What follows belongs to an exercise in optimizing a design on an open flow for small area; a production flow would make more cautious choices.
Function was checked by simulation only, so behaviour that the tests miss may differ from the original.
Power and IR drop assume default switching activity.

`flow/run.sh`:
```
#!/bin/bash
# synth_recipe.tcl (not shown) runs the flow's synth.tcl, then flattens the netlist and writes it again
# the make line also repeats each setting of config.mk as NAME=value (left out here)
make -C /OpenROAD-flow-scripts/flow DESIGN_CONFIG=/design/flow/config.mk WORK_HOME=/design/flow/orfs CLKGATE_MAP_FILE= SYNTH_SCRIPT=/design/flow/synth_recipe.tcl finish
```
`flow/config.mk`:
```
export PLATFORM = sky130hd
export DESIGN_NAME = STI_DAC
export DESIGN_NICKNAME = STI_DAC
export VERILOG_FILES = /design/flow/design.v
export SDC_FILE = /design/flow/constraint.sdc
export NUM_CORES = 4
export LEC_CHECK = 0
export CAP_MARGIN = 20
export CORE_MARGIN = 2
export CORE_UTILIZATION = 40
export SLEW_MARGIN = 20
```
`flow/constraint.sdc`:
```
create_clock -name core_clock -period 10.0 [get_ports {clk}]
set_input_delay 2.0000 -clock core_clock [delete_from_list [all_inputs] [get_ports {clk}]]
set_output_delay 2.0000 -clock core_clock [all_outputs]
set_load 0.01 [all_outputs]
```
`flow/design.v`:
```
module STI_DAC(clk ,reset, load, pi_data, pi_length, pi_fill, pi_msb, pi_low, pi_end,
	       so_data, so_valid,
	       oem_finish, oem_dataout, oem_addr,
	       odd1_wr, odd2_wr, odd3_wr, odd4_wr, even1_wr, even2_wr, even3_wr, even4_wr);
input		clk, reset;
input		load, pi_msb, pi_low, pi_end; 
input	[15:0]	pi_data;
input	[1:0]	pi_length;
input		pi_fill;
output		so_data, so_valid;
output  oem_finish, odd1_wr, odd2_wr, odd3_wr, odd4_wr, even1_wr, even2_wr, even3_wr, even4_wr;
output [4:0] oem_addr;
output [7:0] oem_dataout;
parameter IDLE = 0, LOAD = 1, STI = 2,  STI_END = 3, WAIT = 4, ZERO = 5, FINISH = 6;
parameter ODD = 1'd0, EVEN = 1'd1;
integer i;
reg [6:0] cs,ns;
reg so_valid,so_data;
reg [7:0] oem_dataout;
reg [4:0] oem_addr;
reg oem_finish,
    odd1_wr,odd2_wr,odd3_wr,odd4_wr,
    even1_wr,even2_wr,even3_wr,even4_wr;
reg en;
reg [2:0] cnt8;
reg [1:0] cnt4;
reg en_odd_even;
reg [1:0] cnt_odd_wr,cnt_even_wr;
reg [7:0] odd_even;
reg [2:0] cnt_en;
wire [3:0] A24;
assign A24 = 4'd15 - cnt8 -8*(cnt4 - 2'd1);
always @(posedge clk or posedge reset) begin
	if(reset)begin
        cs <= 'd0;
        cs[IDLE] <= 1'd1;
    end
    else cs <= ns;
end
always @(*) begin
    ns = 'd0;
    if(reset) ns[IDLE] = 1'd1;
    else begin
        case (1'd1)
            cs[IDLE]:                                                           ns[LOAD]    = 1'd1;
            cs[LOAD]:                                                           ns[STI]     = 1'd1;
            cs[STI]:begin                   
                case (pi_length)                    
                    2'b00:begin                 
                        if(cnt8 == 3'd7 && cnt4 == 2'd0)                        ns[STI_END] = 1'd1;
                        else                                                    ns[STI]     = 1'd1;
                    end                 
                    2'b01:begin                 
                        if(cnt8 == 3'd7 && cnt4 == 2'd1)                        ns[STI_END] = 1'd1;
                        else                                                    ns[STI]     = 1'd1;
                    end                 
                    2'b10:begin                 
                        if(cnt8 == 3'd7 && cnt4 == 2'd2)                        ns[STI_END] = 1'd1;
                        else                                                    ns[STI]     = 1'd1;
                    end                 
                    2'b11:begin                 
                        if(cnt8 == 3'd7 && cnt4 == 2'd3)                        ns[STI_END] = 1'd1;
                        else                                                    ns[STI]     = 1'd1;
                    end
                endcase
            end
            cs[STI_END]:                                                        ns[WAIT]    = 1'd1;
            cs[WAIT]:begin
                if((pi_end == 1'd1)&&(oem_addr==5'd0)&&(cnt_even_wr==2'd0))    ns[FINISH] = 1'd1;
                else if(pi_end == 1'd1)                                         ns[ZERO]    = 1'd1;
                else                                                            ns[LOAD]    = 1'd1;
            end
            cs[ZERO]:begin 
                if((oem_addr==5'd31)&&(cnt_even_wr==2'd3)&&(cnt_odd_wr==2'd3))  ns[FINISH]  = 1'd1;
                else                                                            ns[ZERO]    = 1'd1;
            end         
            cs[FINISH]:                                                         ns[FINISH]  = 1'd1;
            default:                                                            ns[IDLE]     = 1'd1;
        endcase
    end
end
always @(posedge clk or posedge reset) begin
    if (reset) begin
        cnt4 <= 2'd0;
        cnt8 <= 3'd0;
    end
    else begin
        case (1'd1)
            cs[IDLE]:begin
                cnt4 <= 2'd0;
                cnt8 <= 3'd0;
            end
            cs[LOAD]:;
            cs[STI]:begin
                cnt8 <= cnt8 + 3'd1;
                if(cnt8 == 3'd7)    cnt4 <= cnt4 +2'd1;
                else                cnt4 <= cnt4; 
            end 
            cs[STI_END]:begin
                cnt4 <= 2'd0;
                cnt8 <= 3'd0;
            end
            cs[WAIT]:;
            cs[ZERO]:;
            cs[FINISH]:;
        endcase
    end
end
always @(posedge clk or posedge reset) begin
    if(reset)begin
        so_valid <= 1'd0;
    end
    else begin
        case (1'd1)
            cs[IDLE]:       so_valid <= 1'd0;
            cs[LOAD]:;
            cs[STI]:        so_valid <= 1'd1;
            cs[STI_END]:    so_valid <= 1'd0;
            cs[WAIT]: ;      
            cs[ZERO]:;
            cs[FINISH]:;
        endcase
    end
end
always @(posedge clk or posedge reset) begin
    if(reset)begin
       so_data <= 1'd0;
       odd_even <= 8'd0; 
    end
    else begin
        case (1'd1)
            cs[IDLE]:begin
                so_data <= 1'd0;
                odd_even <= 8'd0; 
            end 
            cs[LOAD]:;
            cs[STI]:begin
                case (pi_length)
                    2'b00:begin 
                        case (pi_low)
                            1'd1:begin 
                                if(pi_msb)begin
                                    so_data <= pi_data[4'd15 - cnt8];
                                    odd_even[cnt8] <= pi_data[4'd15 - cnt8];
                                end
                                else begin
                                    so_data <= pi_data[4'd8 + cnt8];
                                    odd_even[cnt8] <= pi_data[4'd8 + cnt8];
                                end
                            end
                            1'd0:begin 
                                if(pi_msb)begin
                                    so_data <= pi_data[4'd7 - cnt8];
                                    odd_even[cnt8] <= pi_data[4'd7 - cnt8];
                                end
                                else begin
                                    so_data <= pi_data[cnt8];
                                    odd_even[cnt8] <= pi_data[cnt8];
                                end
                            end 
                        endcase
                    end
                    2'b01:begin 
                        if(pi_msb)begin  
                            so_data <= pi_data[4'd15 - cnt8 - 8*cnt4];
                            odd_even[cnt8] <= pi_data[4'd15 - cnt8 - 8*cnt4];
                        end
                        else begin  
                            so_data <= pi_data[cnt8 + 8*cnt4];
                            odd_even[cnt8] <= pi_data[cnt8 + 8*cnt4];
                        end
                    end
                    2'b10:begin 
                        case (pi_fill)
                            1'd1:begin  
                                if(pi_msb)begin
                                    if(cnt4 == 2'd2) begin
                                        so_data <= 1'd0;
                                        odd_even[cnt8] <= 1'd0;
                                    end
                                    else begin
                                        so_data <= pi_data[4'd15 - cnt8 -8*cnt4];
                                        odd_even[cnt8] <= pi_data[4'd15 - cnt8 -8*cnt4];
                                    end
                                end
                                else begin
                                    if(cnt4 == 2'd0) begin
                                        so_data <= 1'd0;
                                        odd_even[cnt8] <= 1'd0;
                                    end
                                    else begin
                                        so_data <= pi_data[cnt8 + 8*(cnt4 - 2'd1)];
                                        odd_even[cnt8] <= pi_data[cnt8 + 8*(cnt4 - 2'd1)];
                                    end
                                end
                            end
                            1'd0:begin  
                                if (pi_msb) begin
                                    if((cnt4 == 2'd1)||(cnt4 == 2'd2)||(cnt4 == 2'd3))begin
                                        so_data <= pi_data[A24];
                                        odd_even[cnt8] <= pi_data[A24]; 
                                    end
                                    else begin
                                        so_data <= 1'd0;
                                        odd_even[cnt8] <= 1'd0;
                                    end
                                end
                                else begin
                                    if(cnt4 == 2'd2)begin
                                        so_data <= 1'd0;
                                        odd_even[cnt8] <= 1'd0;
                                    end
                                    else begin
                                        so_data <= pi_data[cnt8 + 8*cnt4];
                                        odd_even[cnt8] <= pi_data[cnt8 + 8*cnt4];
                                    end
                                end
                            end 
                        endcase
                    end
                    2'b11:begin
                        case (pi_fill)
                            1'd1:begin  
                                if(pi_msb) begin
                                    if(cnt4 == 2'd2 || cnt4 == 2'd3)begin
                                        so_data <= 1'd0;
                                        odd_even[cnt8] <= 1'd0;
                                    end
                                    else begin
                                        so_data <= pi_data[4'd15 - cnt8 - 8*cnt4];
                                        odd_even[cnt8] <=  pi_data[4'd15 - cnt8 - 8*cnt4];
                                    end
                                end
                                else begin
                                    if(cnt4 == 2'd0 || cnt4 ==2'd1)begin
                                        so_data <= 1'd0;
                                        odd_even[cnt8] <= 1'd0;
                                    end
                                    else begin
                                        so_data <= pi_data[cnt8 + 8*(cnt4 - 2'd2)];
                                        odd_even[cnt8] <= pi_data[cnt8 + 8*(cnt4 - 2'd2)];
                                    end
                                end
                            end
                            1'd0:begin  
                                if(pi_msb) begin
                                    if(cnt4 == 2'd0 || cnt4 == 2'd1)begin
                                        so_data <= 1'd0;
                                        odd_even[cnt8] <= 1'd0;
                                    end
                                    else begin
                                        so_data <= pi_data[4'd15 - cnt8 - 8*(cnt4 - 2'd2)];
                                        odd_even[cnt8] <=  pi_data[4'd15 - cnt8 - 8*(cnt4 - 2'd2)];
                                    end
                                end
                                else begin
                                    if(cnt4 == 2'd2 || cnt4 == 2'd3)begin
                                        so_data <= 1'd0;
                                        odd_even[cnt8] <= 1'd0;
                                    end
                                    else begin
                                        so_data <= pi_data[cnt8 + 8*cnt4];
                                        odd_even[cnt8] <= pi_data[cnt8 + 8*cnt4];
                                    end
                                end
                            end 
                        endcase
                    end
                endcase
            end
            cs[STI_END]:;
            cs[WAIT]:;
            cs[ZERO]:;
            cs[FINISH]:;
        endcase
    end
end
always@(posedge clk or posedge reset)begin
    if(reset) en <= 1'd0;
    else if ((pi_end==1'd1)&&(oem_addr==3'd31)&&(cnt_even_wr==2'd3)&&(cnt_odd_wr==2'd3)) en <= 1'd1;
    else en <= 1'd0;
end
always@(posedge clk or posedge reset)begin
    if(reset) oem_addr <= 5'd0;
    else if (((cnt_en==3'd1)||(cnt_en==3'd3)||(cnt_en==3'd5)||(cnt_en==3'd7))&&( (odd1_wr==1'd1)||(odd2_wr==1'd1)||(odd3_wr==1'd1)||(odd4_wr==1'd1)||(even1_wr==1'd1)||(even2_wr==1'd1)||(even3_wr==1'd1)||(even4_wr==1'd1) )) oem_addr <= oem_addr + 5'd1;
    else oem_addr <= oem_addr;
end
always @(posedge clk or posedge reset) begin
    if(reset) cnt_en <= 3'd0;
    else if( (odd1_wr==1'd1)||(odd2_wr==1'd1)||(odd3_wr==1'd1)||(odd4_wr==1'd1)||(even1_wr==1'd1)||(even2_wr==1'd1)||(even3_wr==1'd1)||(even4_wr==1'd1) ) cnt_en <= cnt_en +1'd1;
    else cnt_en <= cnt_en;
end
always @(posedge clk or posedge reset) begin
    if(reset) en_odd_even <= ODD;
    else begin
        case (1'd1)
            cs[IDLE]: en_odd_even <= ODD;
            cs[LOAD]:;
            cs[STI]:begin
                if( (cnt8==3'd1 && cnt4==2'd1)||(cnt8==3'd1 && cnt4==2'd2)||(cnt8==3'd1 && cnt4==2'd3) ) begin
                    if(cnt_en == 3'd7) en_odd_even <= en_odd_even;
                    else en_odd_even <= en_odd_even + 1'd1;
                end
            end
            cs[STI_END]:;
            cs[WAIT]:begin
                if(pi_end==1'd1) en_odd_even <= en_odd_even + 1'd1;
                else begin
                    if(cnt_en == 3'd7) en_odd_even <= en_odd_even;
                    else en_odd_even <= en_odd_even + 1'd1;
                end
            end
            cs[ZERO]:begin
                en_odd_even <= en_odd_even + 1'd1;
            end
        endcase
    end
end
always @(posedge clk or posedge reset) begin
    if (reset) begin
        odd1_wr <= 1'd0;
        odd2_wr <= 1'd0;
        odd3_wr <= 1'd0;
        odd4_wr <= 1'd0;
        even1_wr <= 1'd0;
        even2_wr <= 1'd0;
        even3_wr <= 1'd0;
        even4_wr <= 1'd0; 
    end
    else begin
        case (1'd1)
            cs[IDLE]:begin
                odd1_wr <= 1'd0;
                odd2_wr <= 1'd0;
                odd3_wr <= 1'd0;
                odd4_wr <= 1'd0;
                even1_wr <= 1'd0;
                even2_wr <= 1'd0;
                even3_wr <= 1'd0;
                even4_wr <= 1'd0; 
            end
            cs[LOAD]:begin
                odd1_wr <= 1'd0;
                odd2_wr <= 1'd0;
                odd3_wr <= 1'd0;
                odd4_wr <= 1'd0;
                even1_wr <= 1'd0;
                even2_wr <= 1'd0;
                even3_wr <= 1'd0;
                even4_wr <= 1'd0; 
            end
            cs[STI]:begin
                case (en_odd_even)
                    ODD:begin  
                        if( (cnt8==3'd1 && cnt4==2'd1)||(cnt8==3'd1 && cnt4==2'd2)||(cnt8==3'd1 && cnt4==2'd3) ) begin 
                            case (cnt_odd_wr)
                                2'd0: odd1_wr <= 1'd1;
                                2'd1: odd2_wr <= 1'd1;
                                2'd2: odd3_wr <= 1'd1;
                                2'd3: odd4_wr <= 1'd1;
                            endcase
                        end
                        else begin
                            odd1_wr <= 1'd0;
                            odd2_wr <= 1'd0;
                            odd3_wr <= 1'd0;
                            odd4_wr <= 1'd0;
                            even1_wr <= 1'd0;
                            even2_wr <= 1'd0;
                            even3_wr <= 1'd0;
                            even4_wr <= 1'd0;
                        end
                    end
                    EVEN:begin  
                        if( (cnt8==3'd1 && cnt4==2'd1)||(cnt8==3'd1 && cnt4==2'd2)||(cnt8==3'd1 && cnt4==2'd3) ) begin 
                            case (cnt_even_wr)
                                2'd0: even1_wr <= 1'd1;
                                2'd1: even2_wr <= 1'd1;
                                2'd2: even3_wr <= 1'd1;
                                2'd3: even4_wr <= 1'd1;
                            endcase
                        end
                        else begin
                            odd1_wr <= 1'd0;
                            odd2_wr <= 1'd0;
                            odd3_wr <= 1'd0;
                            odd4_wr <= 1'd0;
                            even1_wr <= 1'd0;
                            even2_wr <= 1'd0;
                            even3_wr <= 1'd0;
                            even4_wr <= 1'd0;
                        end
                    end 
                endcase
            end 
            cs[STI_END]:;            
            cs[WAIT]:begin
                case (en_odd_even)
                    ODD:begin 
                        case (cnt_odd_wr)
                            2'd0: odd1_wr <= 1'd1;
                            2'd1: odd2_wr <= 1'd1;
                            2'd2: odd3_wr <= 1'd1;
                            2'd3: odd4_wr <= 1'd1;
                        endcase
                    end
                    EVEN:begin 
                        case (cnt_even_wr)
                            2'd0: even1_wr <= 1'd1;
                            2'd1: even2_wr <= 1'd1;
                            2'd2: even3_wr <= 1'd1;
                            2'd3: even4_wr <= 1'd1;
                        endcase
                    end 
                endcase
            end
            cs[ZERO]:begin
                begin
                    case (en_odd_even)
                        ODD:begin 
                            case (cnt_odd_wr)
                                2'd0:begin
                                    odd1_wr <= 1'd1;
                                    odd2_wr <= 1'd0;
                                    odd3_wr <= 1'd0;
                                    odd4_wr <= 1'd0;
                                    even1_wr <= 1'd0;
                                    even2_wr <= 1'd0;
                                    even3_wr <= 1'd0;
                                    even4_wr <= 1'd0;
                                end
                                2'd1:begin
                                    odd1_wr <= 1'd0;
                                    odd2_wr <= 1'd1;
                                    odd3_wr <= 1'd0;
                                    odd4_wr <= 1'd0;
                                    even1_wr <= 1'd0;
                                    even2_wr <= 1'd0;
                                    even3_wr <= 1'd0;
                                    even4_wr <= 1'd0;
                                end
                                2'd2:begin
                                    odd1_wr <= 1'd0;
                                    odd2_wr <= 1'd0;
                                    odd3_wr <= 1'd1;
                                    odd4_wr <= 1'd0;
                                    even1_wr <= 1'd0;
                                    even2_wr <= 1'd0;
                                    even3_wr <= 1'd0;
                                    even4_wr <= 1'd0;
                                end
                                2'd3:begin
                                    odd1_wr <= 1'd0;
                                    odd2_wr <= 1'd0;
                                    odd3_wr <= 1'd0;
                                    odd4_wr <= 1'd1;
                                    even1_wr <= 1'd0;
                                    even2_wr <= 1'd0;
                                    even3_wr <= 1'd0;
                                    even4_wr <= 1'd0;
                                end
                            endcase
                        end 
                        EVEN:begin 
                            case (cnt_even_wr)                        
                                2'd0:begin
                                    odd1_wr <= 1'd0;
                                    odd2_wr <= 1'd0;
                                    odd3_wr <= 1'd0;
                                    odd4_wr <= 1'd0;
                                    even1_wr <= 1'd1;
                                    even2_wr <= 1'd0;
                                    even3_wr <= 1'd0;
                                    even4_wr <= 1'd0;
                                end
                                2'd1:begin
                                    odd1_wr <= 1'd0;
                                    odd2_wr <= 1'd0;
                                    odd3_wr <= 1'd0;
                                    odd4_wr <= 1'd0;
                                    even1_wr <= 1'd0;
                                    even2_wr <= 1'd1;
                                    even3_wr <= 1'd0;
                                    even4_wr <= 1'd0;
                                end
                                2'd2:begin
                                    odd1_wr <= 1'd0;
                                    odd2_wr <= 1'd0;
                                    odd3_wr <= 1'd0;
                                    odd4_wr <= 1'd0;
                                    even1_wr <= 1'd0;
                                    even2_wr <= 1'd0;
                                    even3_wr <= 1'd1;
                                    even4_wr <= 1'd0;
                                end
                                2'd3:begin
                                    odd1_wr <= 1'd0;
                                    odd2_wr <= 1'd0;
                                    odd3_wr <= 1'd0;
                                    odd4_wr <= 1'd0;
                                    even1_wr <= 1'd0;
                                    even2_wr <= 1'd0;
                                    even3_wr <= 1'd0;
                                    even4_wr <= 1'd1;
                                end
                            endcase
                        end 
                    endcase
                end
            end 
            cs[FINISH]:begin
                odd1_wr <= 1'd0;
                odd2_wr <= 1'd0;
                odd3_wr <= 1'd0;
                odd4_wr <= 1'd0;
                even1_wr <= 1'd0;
                even2_wr <= 1'd0;
                even3_wr <= 1'd0;
                even4_wr <= 1'd0; 
            end 
        endcase 
    end 
end
always @(posedge clk or posedge reset) begin
    if(reset)begin
        oem_dataout <= 8'd0;
        oem_finish <= 1'd0;  
    end
    else begin
        case (1'd1)
            cs[IDLE]:begin
                oem_dataout <= 8'd0;
                oem_finish <= 1'd0;
            end
            cs[LOAD]:;
            cs[STI]:begin
                case (en_odd_even)
                    ODD:begin  
                        if( (cnt8==3'd0 && cnt4==2'd1)||(cnt8==3'd0 && cnt4==2'd2)||(cnt8==3'd0 && cnt4==2'd3) ) begin
                            oem_dataout[7:0] <= {odd_even[0],odd_even[1],odd_even[2],odd_even[3],odd_even[4],odd_even[5],odd_even[6],odd_even[7]}; 
                        end
                        else begin
                            oem_dataout <= oem_dataout;
                        end
                    end
                    EVEN:begin  
                        if( (cnt8==3'd0 && cnt4==2'd1)||(cnt8==3'd0 && cnt4==2'd2)||(cnt8==3'd0 && cnt4==2'd3) ) begin
                            oem_dataout[7:0] <= {odd_even[0],odd_even[1],odd_even[2],odd_even[3],odd_even[4],odd_even[5],odd_even[6],odd_even[7]}; 
                        end
                        else begin
                            oem_dataout <= oem_dataout;
                        end
                    end 
                endcase
            end 
            cs[STI_END]:begin
                case (en_odd_even)
                    ODD:begin
                        oem_dataout[7:0] <= {odd_even[0],odd_even[1],odd_even[2],odd_even[3],odd_even[4],odd_even[5],odd_even[6],odd_even[7]}; 
                    end
                    EVEN:begin
                        oem_dataout[7:0] <= {odd_even[0],odd_even[1],odd_even[2],odd_even[3],odd_even[4],odd_even[5],odd_even[6],odd_even[7]}; 
                    end 
                endcase
            end
            cs[WAIT]:;
            cs[ZERO]:begin
                case (en_odd_even)
                    ODD:begin
                        oem_dataout <= 8'd0;
                    end 
                    EVEN:begin
                        oem_dataout <= 8'd0;
                    end 
                endcase
            end
            cs[FINISH]: begin
                oem_finish <= 1'd1; 
            end 
        endcase
    end
end
always @(posedge clk or posedge reset) begin
    if(reset)begin
        cnt_odd_wr <= 2'd0;
        cnt_even_wr <= 2'd0;
    end
    else begin
        case (1'd1)
            cs[IDLE]:begin
                cnt_odd_wr <= 2'd0;
                cnt_even_wr <= 2'd0;
            end
            cs[LOAD]:;
            cs[STI]:begin
                case (en_odd_even)
                    ODD:begin  
                        if( (cnt8==3'd1 && cnt4==2'd1)||(cnt8==3'd1 && cnt4==2'd2)||(cnt8==3'd1 && cnt4==2'd3) ) begin
                            if(oem_addr == 5'd31) cnt_odd_wr <= cnt_odd_wr+2'd1;
                            else cnt_odd_wr <= cnt_odd_wr;
                        end
                        else begin
                            cnt_odd_wr <= cnt_odd_wr;
                        end
                    end
                    EVEN:begin  
                        if( (cnt8==3'd1 && cnt4==2'd1)||(cnt8==3'd1 && cnt4==2'd2)||(cnt8==3'd1 && cnt4==2'd3) ) begin
                            if(oem_addr == 5'd31) cnt_even_wr <= cnt_even_wr+2'd1;
                            else cnt_even_wr <= cnt_even_wr;                                             
                        end
                        else begin
                            cnt_even_wr <= cnt_even_wr;
                        end
                    end 
                endcase
            end 
            cs[STI_END]:;
            cs[WAIT]:begin
                case (en_odd_even)
                    ODD:begin
                        if(oem_addr == 5'd31) cnt_odd_wr <= cnt_odd_wr+2'd1;
                        else cnt_odd_wr <= cnt_odd_wr;
                    end 
                    EVEN:begin
                        if(oem_addr == 5'd31) cnt_even_wr <= cnt_even_wr+2'd1;
                        else cnt_even_wr <= cnt_even_wr;
                    end 
                endcase
            end
            cs[ZERO]:begin
                case (en_odd_even)
                    ODD:begin
                        if(oem_addr == 5'd31) cnt_even_wr <= cnt_even_wr+2'd1;
                        else cnt_even_wr <= cnt_even_wr;
                    end
                    EVEN:begin
                        if(oem_addr == 5'd31) cnt_odd_wr <= cnt_odd_wr+2'd1;
                        else cnt_odd_wr <= cnt_odd_wr;
                    end 
                endcase
            end
            cs[FINISH]:;
        endcase
    end
end
endmodule
```
==> impl_metrics.json, run 1 <==
{
  "timing.slew.headroom_pct": 31.21,
  "maxSlewViolCount": 0,
  "ys_seq_area_share_pct": 25.47,
  "io_buffers": 47,
  "rsz0062_at_grt": "false",
  "avgSynthCellArea_um2": 7.916,
  "postCtsHoldBufs": 0,
  "cts_resized": 0,
  "crit_family": "buffers and inverters",
  "clock_path_buffers": 2,
  "worst_pin_slew_ps": 1028,
  "setup_viol": 0,
  "dp_hpwl_um": 11720,
  "synth_adder_area_share_pct": 7.340,
  "hold_viol_final": 0,
  "clk_pin_slew_worst_paths_ps": 60,
  "worstPathCellList": "clkdlybuf4s50_1, buf_4, clkinv_1, nand2_1, o32ai_4, a22o_1, o21a_1, or4_1, a31o_1",
  "synth-xor-area-share_pct": 1.370,
  "fin_area_mm2": 0.005837,
  "dr.first_iter.drc_count": 507,
  "globalplace.congestion": 0.9800,
  "hp-class": "flop to flop",
  "cp_max_fo": 39,
  "period_share_pct": 49.72,
  "synthArstFlopShare_pct": 100.0,
  "cts_inserted_buffers": 5,
  "muxShareOfSynthArea_pct": 10.72,
  "worstPathRequired_ps": 10180,
  "setup_tns_ps": 0,
  "antenna_found_initial": 0,
  "rrSetupSlack_ps": 5940,
  "grt_pass1_vias": 4819,
  "end_kind": "flop",
  "synth-seq-cells": 52,
  "diodes": 0,
  "initial_core_util_pct": 40.69,
  "drt_wl_total_um": 16120,
  "synthSimpleGateAreaFrac_pct": 21.85,
  "rows": 41,
  "netlist_instances": 646,
  "synth_top_area_share_pct": 24.96,
  "coreArea_mm2": 0.01257,
  "placed_cell_area_mm2": 0.005663,
  "grt_use_total_pct": 24.23,
  "fillCellCount": 1257,
  "critPathBufInv": 3,
  "worstSetupPathType": "primary input to flop",
  "clkSinkCount": 52,
  "grt_max_degree": 54,
  "final_nets": 722,
  "area_growth_pct": 14.14,
  "synth-edff-count": 0,
  "grt_pass1_wl_um": 25850,
  "htreeDepth": 2,
  "synth_top_family_by_area": "compound AO/OA/AOI/OAI gates",
  "drive_above_1_share_pct": 7.635,
  "status": "complete, no violations",
  "synth_nets": 701,
  "fmax_mhz": 201.1,
  "cts-root-buf": "clkbuf_16",
  "power_density_mw_per_mm2": 107.2,
  "fp.dieH_um": 117.1,
  "synth_top_cell_by_area": "dfrtp_1",
  "synth-warning-count": 2,
  "netlist_area_mm2": 0.005114,
  "clk_latency_ps": 300,
  "via_per_inst": 6.158,
  "drc": 0,
  "synth_common_cells": "nand2_1 (85), nor2_1 (67), a21oi_1 (56)",
  "irDropWorstVdd_v": 0.0001496,
  "post_cts_buffers": 0,
  "dieArea_mm2": 0.01370,
  "crit_arrival_ps": 5160,
  "cp-start-kind": "primary input",
  "avgRoutedWirePerCell_um": 19.19,
  "synth_compound_area_share_pct": 28.09,
  "cts_tree": "done",
  "ant_nets": 0,
  "die_x_um": 117.1,
  "gr-total-overflow": 0,
  "maxCapViolCount": 0,
  "ys.flop_type": "dfrtp_1",
  "fin_skew_ps": 6.586,
  "critPathSlowestCell": "clkinv_1",
  "min_period_ps": 4972,
  "whs_ps": 479.6,
  "yosysUniqueCellTypes": 76,
  "drtPass1Iterations": 5,
  "ios": 49,
  "synthTopCellsByArea": "dfrtp_1 (25%), ha_1 (7.3%), nand2_1 (6.2%)",
  "total_leakage_power_nw": 2.261,
  "vias": 5173,
  "yosysMostFrequentCell": "nand2_1",
  "slowest_delay_ps": 630
}
## per-stage QoR
stage	power, W	std cells	setup WS (ps)	utilization [%]
CTS	0.0006308	840	5066	46.39
global route	0.0006606	840	4867	46.44
floorplan	0.0003631	646	5878	-
detailed placement	0.0004324	832	4760	45.06
finish	0.0006255	840	5028	46.44
global placement	0.0004273	832	4764	45.06
## path summary, 6_finish.rpt
path | to | cells after the start | startpoint
min in group asynchronous | oem_addr[2] | 3 | reset
max in group asynchronous | even3_wr | 3 | reset
worst min register to register | oem_dataout[3] | 2 | oem_dataout[3]
worst max register to register | odd_even[4] | 10 | cnt8[1]
worst max-delay path | odd_even[4] | 9 | pi_msb
worst min-delay path | oem_dataout[3] | 2 | oem_dataout[3]
## power by group
group	internal, W	switching, W	total, W	leakage (nW)
Clock	0.000118	0.0000781	0.000196	0.0798
Combinational	0.0000797	0.0000957	0.000175	1.48
Sequential	0.000230	0.0000245	0.000254	0.704
Total	0.000427	0.000198	0.000625	2.26
## flip-flops by register name, summed over array words and instances, names as in the netlist, 2 cells and up
name	count
cnt4	2
cnt8	3
cnt_en	3
cnt_even_wr	2
cnt_odd_wr	2
cs	7
odd_even	8
oem_addr	5
oem_dataout	8
## cell usage in the layout, fill, tap and decap left out, types with 17 or more instances in the layout
cell type and n:
clkdlybuf4s50_1 47, o21ai_0 37, mux2i_1 21, nor2_1 67, inv_1 19, ha_1 30
a21oi_1 56, nand2_1 85, nand3_1 17, dfrtp_1 51
## worst register-to-register path: stages, from the launching register on
cell and delay [ps]:
dfrtp_1 900, inv_2 290, ha_1 270, ha_1 590, nand2b_1 250, or2_2 380, and2_1 220, a21oi_1 190
a221oi_1 110, or4_1 530, a31o_1 230
## kinds of logic after synthesis
logic type | Yosys count
multiplexers | 42
adder cells (fa/ha/maj) | 30
buffers and inverters | 62
AO/OA/AOI/OAI | 209
flip-flops | 52
AND/OR/NAND/NOR | 243
XOR/XNOR | 8
## routing by layer
metal / routed length [um] / global-route usage (%)
met4: 478 / 8.000
met2: 7053 / 37.03
met3: 1255 / 3.038
met5: 0 / 0
met1: 7334 / 35.59
## cell type report
cell class              instances  area, um^2  share of cell area, %
clock buffers                   5       125.1                  2.144
flip-flops and latches         52        1303                  22.32
inverters                      24       90.09                  1.543
clock inverters                 3       42.54                 0.7288
repair buffers                 52       508.0                  8.703
multi-input cells             532        3553                  60.88
well taps                     172       215.2                  3.687
==> run 2, diff against run 1 <==
==> flow/design.v (replaced) <==
module STI_DAC(clk ,reset, load, pi_data, pi_length, pi_fill, pi_msb, pi_low, pi_end,
	       so_data, so_valid,
	       oem_finish, oem_dataout, oem_addr,
	       odd1_wr, odd2_wr, odd3_wr, odd4_wr, even1_wr, even2_wr, even3_wr, even4_wr);
input		clk, reset;
input		load, pi_msb, pi_low, pi_end;
input	[15:0]	pi_data;
input	[1:0]	pi_length;
input		pi_fill;
output		so_data, so_valid;
output  oem_finish, odd1_wr, odd2_wr, odd3_wr, odd4_wr, even1_wr, even2_wr, even3_wr, even4_wr;
output [4:0] oem_addr;
output [7:0] oem_dataout;
reg  [5:0] t;
reg  [1:0] m;
reg  [7:0] w;
reg        p;
reg  [8:0] sr;
wire run  = (m == 2'd1);
wire zero = (m == 2'd2);
wire [1:0] sb  = t[4:3];
wire       f   = pi_fill & pi_length[1];
wire [1:0] top = f ? 2'd1 : pi_length;
wire [1:0] off = f ? {pi_length[0], ~pi_length[0]} : 2'd0;
wire [1:0] e   = pi_msb ? (top - sb) : (sb - off);
wire       hi  = (pi_length == 2'd0) ? pi_low : e[0];
wire [2:0] bi  = t[2:0] ^ {3{pi_msb}};
assign so_data  = ~e[1] & pi_data[{hi, bi}];
assign so_valid = run & ~t[5];
wire wr = zero | (run & ((t == 6'd62) | (~t[5] & (t[2:0] == 3'd1) & (sb != 2'd0))));
assign oem_addr    = w[5:1];
assign oem_dataout = sr[8:1];
assign oem_finish  = (m == 2'd3);
assign odd1_wr  = wr & ~p & (w[7:6] == 2'd0);
assign odd2_wr  = wr & ~p & (w[7:6] == 2'd1);
assign odd3_wr  = wr & ~p & (w[7:6] == 2'd2);
assign odd4_wr  = wr & ~p & (w[7:6] == 2'd3);
assign even1_wr = wr &  p & (w[7:6] == 2'd0);
assign even2_wr = wr &  p & (w[7:6] == 2'd1);
assign even3_wr = wr &  p & (w[7:6] == 2'd2);
assign even4_wr = wr &  p & (w[7:6] == 2'd3);
always @(posedge clk or posedge reset) begin
    if (reset) begin
        t <= 6'd61;
        m <= 2'd0;
        w <= 8'd0;
        p <= 1'b0;
    end
    else begin
        if (t == {1'b0, pi_length, 3'b111}) t <= 6'd61;
        else                                t <= t + 6'd1;
        case (m)
            2'd0: if (t == 6'd62) m <= 2'd1;
            2'd1: if (t == 6'd61 && pi_end) m <= 2'd2;
            2'd2: if (w == 8'd255) m <= 2'd3;
            default: ;
        endcase
        if (wr) begin
            w <= w + 8'd1;
            if (zero || w[2:0] != 3'd7) p <= ~p;
        end
    end
end
always @(posedge clk) begin
    if (zero) sr <= 9'd0;
    else      sr <= {sr[7:0], so_data};
end
endmodule
==> impl_metrics.json, run 2 <==
{
  "synthTopCellsByArea": "dfrtp_1 (16%), dfxtp_1 (9.5%), ha_1 (7.9%)",
  "cts_tree": "done",
  "yosysUniqueCellTypes": 48,
  "synth_nets": 244,
  "dp_hpwl_um": 2621,
  "rsz0062_at_grt": "false",
  "final_cell_mix": "clkdlybuf4s50_1 (47), nand2_1 (16), nor2b_1 (16)",
  "clk_pin_slew_worst_paths_ps": 90,
  "r2r_start": "t[1]",
  "synth_top_family_by_area": "simple AND/OR/NAND/NOR gates",
  "synth_compound_area_share_pct": 11.61,
  "setup_tns_ps": 0,
  "dr.first_iter.drc_count": 44,
  "timing.slew.headroom_pct": 53.44,
  "rows": 25,
  "min_to": "sr[1]",
  "vias": 1455,
  "synthSimpleGateAreaFrac_pct": 20.51,
  "coreArea_mm2": 0.004661,
  "htreeDepth": 1,
  "synth_top_cell_by_area": "dfrtp_1",
  "worstHoldStart": "sr[0]",
  "top_regs": "sr x9, w x8, t x6",
  "crit_arrival_ps": 4350,
  "ys_seq_area_share_pct": 32.26,
  "maxSlewViolCount": 0,
  "worst_pin_slew_ps": 698.4,
  "regArea_um2": 611.8,
  "grt_pass1_vias": 1298,
  "hp-class": "flop to flop",
  "cp_max_fo": 7,
  "largest_register": "sr",
  "hold_path_depth": 1,
  "min_period_ps": 6348,
  "globalplace.congestion": 0.7688,
  "diodes": 0,
  "worstPathRequired_ps": 8000,
  "hold_viol_final": 0,
  "worstSetupPathType": "primary input to output port",
  "clock_path_buffers": 2,
  "clk_latency_ps": 270,
  "initial_core_util_pct": 40.70,
  "post_cts_buffers": 0,
  "fmax_mhz": 157.5,
  "drc": 0,
  "period_share_pct": 63.48,
  "fillCellCount": 462,
  "place_ws_ps": 3636,
  "drive_above_1_share_pct": 11.16,
  "drtPass1Iterations": 4,
  "cts_inserted_buffers": 3,
  "final_nets": 271,
  "drt_wl_total_um": 3385,
  "cp-start-kind": "primary input",
  "ant_nets": 0,
  "synth_top_area_share_pct": 15.83,
  "fin_ws_ps": 3652,
  "avgSynthCellArea_um2": 9.163,
  "power_density_mw_per_mm2": 259.0,
  "ios": 49,
  "netlist_instances": 207,
  "cts-root-buf": "clkbuf_8",
  "maxCapViolCount": 0,
  "clkSinkCount": 26,
  "synth-edff-count": 0,
  "synth-warning-count": 1,
  "synth-xor-area-share_pct": 6.464,
  "dieArea_mm2": 0.005309,
  "avgRoutedWirePerCell_um": 11.79,
  "synth_common_cells": "nand2_1 (16), nor2b_1 (16), buf_4 (13)",
  "ys.flop_type": "dfrtp_1",
  "grt_pass1_wl_um": 5609,
  "whs_ps": 445.5,
  "gr-total-overflow": 0,
  "synth-seq-cells": 26,
  "irDropWorstVdd_v": 0.00008192,
  "via_per_inst": 5.070,
  "fin_skew_ps": 4.537,
  "rrSetupSlack_ps": 7470,
  "postCtsHoldBufs": 0,
  "grt_use_total_pct": 13.03,
  "area_growth_pct": 22.89,
  "r2r_cells": 6,
  "netlist_area_mm2": 0.001897,
  "io_buffers": 47,
  "synthArstFlopShare_pct": 65.38,
  "largest_reg_flops": 9,
  "muxShareOfSynthArea_pct": 10.69,
  "antenna_found_initial": 0,
  "total_leakage_power_nw": 0.9765,
  "end_kind": "output port",
  "setup_viol": 0,
  "die_x_um": 72.86,
  "grt_max_degree": 21,
  "final_common_cell": "clkdlybuf4s50_1",
  "status": "complete, no violations",
  "multi_input_area_mm2": 0.001085,
  "synth_adder_area_share_pct": 7.916,
  "fp.dieH_um": 72.86,
  "cts_resized": 0,
  "r2r-end": "w[1]"
}
==> run 2: changes by cell type in the layout (fill, tap and decap cells not counted), sizes merged, moves of 9 or more <==
cell / delta
nor2b: +9
o21ai: -24
nor2: -55
mux2i: -16
a31oi: -11
nand2: -69
a21oi: -49
a211oi: -10
dfxtp: +9
inv: -14
nor3: -12
nand3: -10
dfrtp: -39
ha: -18
==> run 2: power by group <==
part	total [W]	switching, W	internal [W]
clock	0.0000751	0.0000316	0.0000435
combinational	0.000308	0.000139	0.000169
sequential	0.000220	0.0000662	0.000154
==> run 2: worst max-delay path by stage <==
stage / start / endpoint / cells past startpoint
4_1_cts: pi_length[1] / so_data / 9
3_3_place_gp: pi_length[1] / so_data / 9
2_1_floorplan: pi_length[1] / so_data / 8
6_report: pi_length[1] / so_data / 9
5_1_grt: pi_length[1] / so_data / 9
3_5_place_dp: pi_length[1] / so_data / 9
==> run 2: layout make-up <==
cell class / count / share of cell area (%)
Sequential cell: 26 / 26.25
Tap cell: 54 / 2.899
Inverter: 8 / 1.288
Clock buffer: 4 / 2.845
Multi-Input combinational cell: 148 / 46.54
Timing Repair Buffer: 47 / 20.18
==> run 2: through the flow <==
stage	power [W]	area (um^2)	utilization, %	instances
3_5_place_dp	0.0005349	2265	48.59	283
3_3_place_gp	0.0005306	2265	48.59	283
2_1_floorplan	0.0004646	1897	-	207
6_report	0.0006037	2331	50.01	287
4_1_cts	0.0006128	2331	50.01	287
5_1_grt	0.0006544	2331	50.01	287
==> run 2: cell families after synthesis <==
kind of cell,after synthesis
buffers and inverters,33
AOI/OAI and AO/OA,34
DFF,26
adders and majority gates,12
xor gates and xnor gates,14
muxes,18
and+or+nand+nor,70
==> run 2: layer usage <==
metal | part of all wire [%] | up-vias | routed length (um) | track usage, %
li1 | - | 747 | - | -
met1 | 49 | 665 | 1645 | 18.06
met2 | 46 | 41 | 1558 | 20.71
met3 | 4.8 | 2 | 164 | 2.072
met4 | 0.50 | 0 | 17 | 4.321
met5 | 0 | - | 0 | 0
==> run 2: critical path: stages <==
cell and delay, ps:
clkdlybuf4s50_1 600, a21oi_1 100, ha_1 210, mux2_2 260
o211ai_1 160, a21oi_1 70, xor2_1 170, nor3_1 200
clkdlybuf4s50_1 570

-- re-timing with driven ports --
The flow's constraints put no driver on any port. The routed layouts listed below were extracted and timed again, unchanged, in two steps. Step 1: set_driving_cell puts a clkbuf_16 on clk and a buf_2 on each other input, an assumption about the parent block. Step 2 times the ports against the registers' clock, not the clock port: input delays grow and output delays shrink by t, the midpoint of the rising clock arrivals with the driver on. Slacks: ideal / step 1 / step 2; pairs: ideal / step 1.
| run | t (ns) | setup slack, ns | worst hold slack (ns) | worst setup path after step 2 |
|---|---|---|---|---|
| run 1 | 0.331 | 5.028 / 5.034 / 4.704 | 0.480 / 0.480 / 0.480 | input to register |
| run 2 | 0.289 | 3.652 / 3.630 / 3.630 | 0.445 / 0.445 / 0.445 | input to output |
After both steps setup and hold are still met in every run listed. The setup slack of run 1, which loses most, moves by +0.006 ns with the drivers and by -0.324 ns with both steps.
